This is an optimization exercise on Yosys and OpenROAD, whose aim is small area, not a production implementation.
At most, simulation tests tie the RTL to the original design; equivalence was not proved.

== oak ==
==> module RISCV, before the edit <==
module RISCV(
  input  clock,
  input  reset,
  input  io_rx,
  input  io_readyToReadProgram,
  input  io_runProgram,
  output io_tx,
  output io_idleLED,
  output io_listeningLED,
  output io_runningLED
);
  function [4:0] dbNext(input [4:0] s);
    dbNext = {s[3:0], s[4] ^ s[2] ^ (s[3:0] == 4'd0)};
  endfunction
  function [5:0] cnt6Next(input [5:0] s);
    cnt6Next = {s[5] ^ (s[4:0] == 5'b10000), dbNext(s[4:0])};
  endfunction
  function [3:0] bitNext(input [3:0] s);
    bitNext = {s[2:0], s[3] ^ s[2]};
  endfunction
  localparam [9:0] LZ = 10'h3ff, L867 = 10'h00c, L432 = 10'h042;
  function [9:0] timNext(input [9:0] s);
    timNext = {s[8:0], s[9] ^ s[6]};
  endfunction
  localparam [3:0] RB9 = 4'd13, RB1 = 4'd8, RB0 = 4'd1;
  localparam [3:0] TB11 = 4'd3, TB0 = 4'd1;
  reg readyPrev, runPrev, stRun, stListen, capture;
  wire readyRise = io_readyToReadProgram & ~readyPrev;
  wire runRise = io_runProgram & ~runPrev;
  always @(posedge clock) begin
    if (reset) begin
      readyPrev <= 1'b0;
      runPrev <= 1'b0;
      stRun <= 1'b0;
      stListen <= 1'b0;
      capture <= 1'b0;
    end else begin
      readyPrev <= io_readyToReadProgram;
      runPrev <= io_runProgram;
      stRun <= io_runProgram | (stRun & ~readyRise);
      stListen <= ~io_runProgram & (readyRise | stListen);
      capture <= ~runRise & (readyRise | capture);
    end
  end
  assign io_idleLED = ~stRun & ~stListen;
  assign io_listeningLED = stListen;
  assign io_runningLED = stRun;
  reg s1, s2, fprev;
  reg [7:0] rsh;
  reg [9:0] rcnt;
  reg [3:0] rbits;
  reg rval;
  wire rzero = rcnt == LZ;
  wire falling = ~s2 & fprev;
  reg [5:0] qc;           
  wire full = qc[5];
  wire doEnq = capture & rval & ~full;
  always @(posedge clock) begin
    s1 <= io_rx;
    s2 <= s1;
    fprev <= s2;
    if (rzero & rbits != RB0 & rbits != RB9)
      rsh <= {s2, rsh[7:1]};
    if (reset) begin
      rcnt <= L867;
      rbits <= RB0;
      rval <= 1'b0;
    end else begin
      if (!rzero)
        rcnt <= timNext(rcnt);
      else if (rbits != RB0) begin
        rcnt <= L867;
        rbits <= bitNext(rbits);
      end else if (falling) begin
        rcnt <= L432;
        rbits <= RB9;
      end
      if (rval & ~(capture & full))
        rval <= 1'b0;
      else if (rzero & rbits == RB1)
        rval <= 1'b1;
    end
  end
  reg [5:0] rc;
  reg cpend;
  wire wstay;
  wire clrReq = readyRise | cpend;
  always @(posedge clock) begin
    if (reset)
      qc <= 6'd0;
    else if (doEnq)
      qc <= cnt6Next(qc);
    if (reset) begin
      rc <= 6'd0;
      cpend <= 1'b0;
    end else begin
      if (doEnq)
        rc <= cnt6Next(rc);
      else if (clrReq & ~wstay)
        rc <= 6'd0;
      cpend <= ~doEnq & clrReq & wstay;
    end
  end
  reg [4:0] ph;
  reg clr;
  reg wpend;
  reg [255:0] ring;
  wire [4:0] phNext = dbNext(ph);
  wire commit = wpend & (phNext == rc[4:0]);
  assign wstay = wpend & ~commit;
  wire [7:0] headOld = clr ? 8'd0 : ring[7:0];
  always @(posedge clock) begin
    ring <= {commit ? rsh : headOld, ring[255:8]};
    if (reset) begin
      ph <= 5'd0;
      clr <= 1'b1;
      wpend <= 1'b0;
    end else begin
      ph <= phNext;
      if (ph == 5'b10000)
        clr <= 1'b0;
      if (doEnq)
        wpend <= 1'b1;
      else if (commit)
        wpend <= 1'b0;
    end
  end
  reg sending;
  reg [5:0] idx;
  reg bstate, bpend;
  reg [7:0] bdata;
  wire issue = sending & ~bstate;
  wire [5:0] idxNext = cnt6Next(idx);
  wire eqLow = idxNext[4:0] == rc[4:0];
  wire last = cpend ? (idxNext == 6'd0) : (eqLow & (idxNext[5] == rc[5]));
  wire wmatch = wpend & eqLow;
  always @(posedge clock) begin
    if (reset)
      sending <= 1'b0;
    else if (sending) begin
      if (~bstate & last)
        sending <= 1'b0;
    end else if (runRise)
      sending <= 1'b1;
    if (~sending & runRise)
      idx <= 6'd0;
    else if (issue & ~last)
      idx <= idxNext;
  end
  reg [9:0] tcnt;
  reg [3:0] tbits;
  reg [7:0] tsh;           
  reg tpend;
  wire tzero = tcnt == LZ;
  wire tready = tzero & (tbits == TB0);
  wire take = bstate & tready;
  wire fetchB = bpend & (bdata[4:0] == ph);
  wire fetchT = tpend & (ph == 5'd0);
  wire tstart = tbits == TB11;
  always @(posedge clock) begin
    if (reset)
      bstate <= 1'b0;
    else if (~bstate)
      bstate <= sending;
    else if (tready)
      bstate <= 1'b0;
    if (issue) begin
      bdata <= idx[5] ? 8'd0 : wmatch ? rsh : {3'd0, idx[4:0]};
      bpend <= ~idx[5] & ~wmatch;
    end else if (fetchB) begin
      bdata <= headOld;
      bpend <= 1'b0;
    end
  end
  always @(posedge clock) begin
    if (reset) begin
      tcnt <= LZ;
      tbits <= TB0;
      tsh <= 8'hff;
      tpend <= 1'b0;
    end else begin
      tcnt <= tzero ? L867 : timNext(tcnt);
      if (tzero & tbits != TB0) begin
        if (~tstart)
          tsh <= {1'b1, tsh[7:1]};
        tbits <= bitNext(tbits);
      end else if (take) begin
        tsh <= fetchB ? headOld : bdata;
        tbits <= TB11;
        tpend <= bpend & ~fetchB;
      end else if (fetchT) begin
        tsh <= headOld;
        tpend <= 1'b0;
      end
    end
  end
  assign io_tx = tsh[0] & ~tstart;
endmodule
Settings: LEC_CHECK=0, CAP_MARGIN=20, CORE_MARGIN=2, CORE_UTILIZATION=40, SLEW_MARGIN=20; clock period 10.0 ns.
standard.sh (not shown) runs the stock make flow with config.mk's settings and CLKGATE_MAP_FILE= SYNTH_SCRIPT=/design/flow/synth_recipe.tcl, a recipe that flattens the netlist after the stock synthesis.
==> flow/flow/run.sh <==
#!/bin/bash
# The standard layout (standard.sh) with three changes to how the layout
# is made; the design, clock period and constraints are the standard flow's.
#  1. Synthesis is the standard script (synth_recipe.tcl) with one change:
#     the combinational logic is mapped by ABC with flow/abc_area.script, an
#     area-oriented script (delay-relaxed &nf mapping, then downsizing),
#     instead of ORFS's speed script.  Flip-flops are mapped before ABC runs,
#     so the registers, their names and cells are those of standard synthesis.
#  2. Clock tree synthesis adds no dummy loads and clusters up to 12
#     flip-flops on each clkbuf_4.
#  3. Port buffers use the smallest buffer, sky130_fd_sc_hd__buf_1.
# Each tool's output is in orfs/logs (one log per step) and flow.log.
set -euo pipefail
HERE=$(pwd)
{ head -n 1 synth_recipe.tcl; cat flow/abc_override.tcl; tail -n +2 synth_recipe.tcl; } > my_synth.tcl
sed "s#SYNTH_SCRIPT=[^ ]*synth_recipe.tcl#SYNTH_SCRIPT=$HERE/my_synth.tcl#" standard.sh > my_standard.sh
grep -q "SYNTH_SCRIPT=$HERE/my_synth.tcl" my_standard.sh
export MY_ABC_SCRIPT=$HERE/flow/abc_area.script
export CTS_ARGS="-sink_clustering_enable -repair_clock_nets -dont_use_dummy_load -sink_clustering_size 12 -sink_clustering_max_diameter 40 -buf_list {sky130_fd_sc_hd__clkbuf_4}"
export BUFFER_PORTS_ARGS="-buffer_cell sky130_fd_sc_hd__buf_1"
bash my_standard.sh finish > flow.log 2>&1
==> flow/flow/abc_area.script <==
&get -n
&st
&dch
&nf -R 1000
&put
topo
dnsize -c
==> flow/flow/abc_override.tcl <==
# Give Yosys's abc call (the mapping of the combinational logic) the
# area-oriented script flow/abc_area.script instead of ORFS's speed script.
# Flip-flops are mapped before this step, so they are the standard ones.
proc abc {args} {
  set i [lsearch $args -script]
  if { $i >= 0 } {
    set args [lreplace $args [expr {$i + 1}] [expr {$i + 1}] $::env(MY_ABC_SCRIPT)]
  }
  yosys abc {*}$args
}
The inputs of pine differ from those of oak as listed below.
--- a/flow/design.v
+++ b/flow/design.v
@@ -153,11 +153,11 @@
   reg tpend;
   wire tzero = tcnt == LZ;
   wire tready = tzero & (tbits == TB0);
   wire take = bstate & tready;
   wire fetchB = bpend & (bdata[4:0] == ph);
-  wire fetchT = tpend & (ph == 5'd0);
+  wire fetchT = tpend & (tsh[4:0] == ph);
   wire tstart = tbits == TB11;
   always @(posedge clock) begin
     if (reset)
       bstate <= 1'b0;
     else if (~bstate)
==> comparison <==
- ~same arrival time of the worst setup path in oak and pine
- Area of the mapped netlist was lower in oak than in pine.
- Cmp oak and pine / worst hold slack / lower: oak
- met2 capacity usage during global routing in pine is 0.35 points higher than in oak
- On utilization, pine tracks oak almost exactly.
No functional check of the RTL was part of pine.

-- re-timing with driven ports --
The results above use ideal ports. As a check the final layouts listed here were re-extracted and re-timed, cells and wires unchanged.
Step 1, drivers: a clkbuf_16 drives clock and a buf_2 each remaining input, both assumed.
Step 2 adds t to the input delays and takes it off the output delays; t is the mean of the earliest and latest rising clock arrival at the registers after step 1. Input paths then give back, and output paths get back, about the clock's delay inside the block.
Slacks: ideal ports / drivers / drivers and shift; pairs: ideal ports / drivers.
run	shift t [ns]	setup slack, ns	worst setup path at the end	slew at the worst register clock pin (ns)	pins driven straight from the clock port
oak	0.629	6.243 / 6.207 / 6.033	input to register	0.12 / 0.12	1
pine	0.635	6.229 / 6.193 / 6.028	input to register	0.12 / 0.12	1
After both steps setup and hold are still met in every run listed. For oak, which loses most, drivers alone change the setup slack by -0.036 ns; drivers and shift together by -0.210 ns.
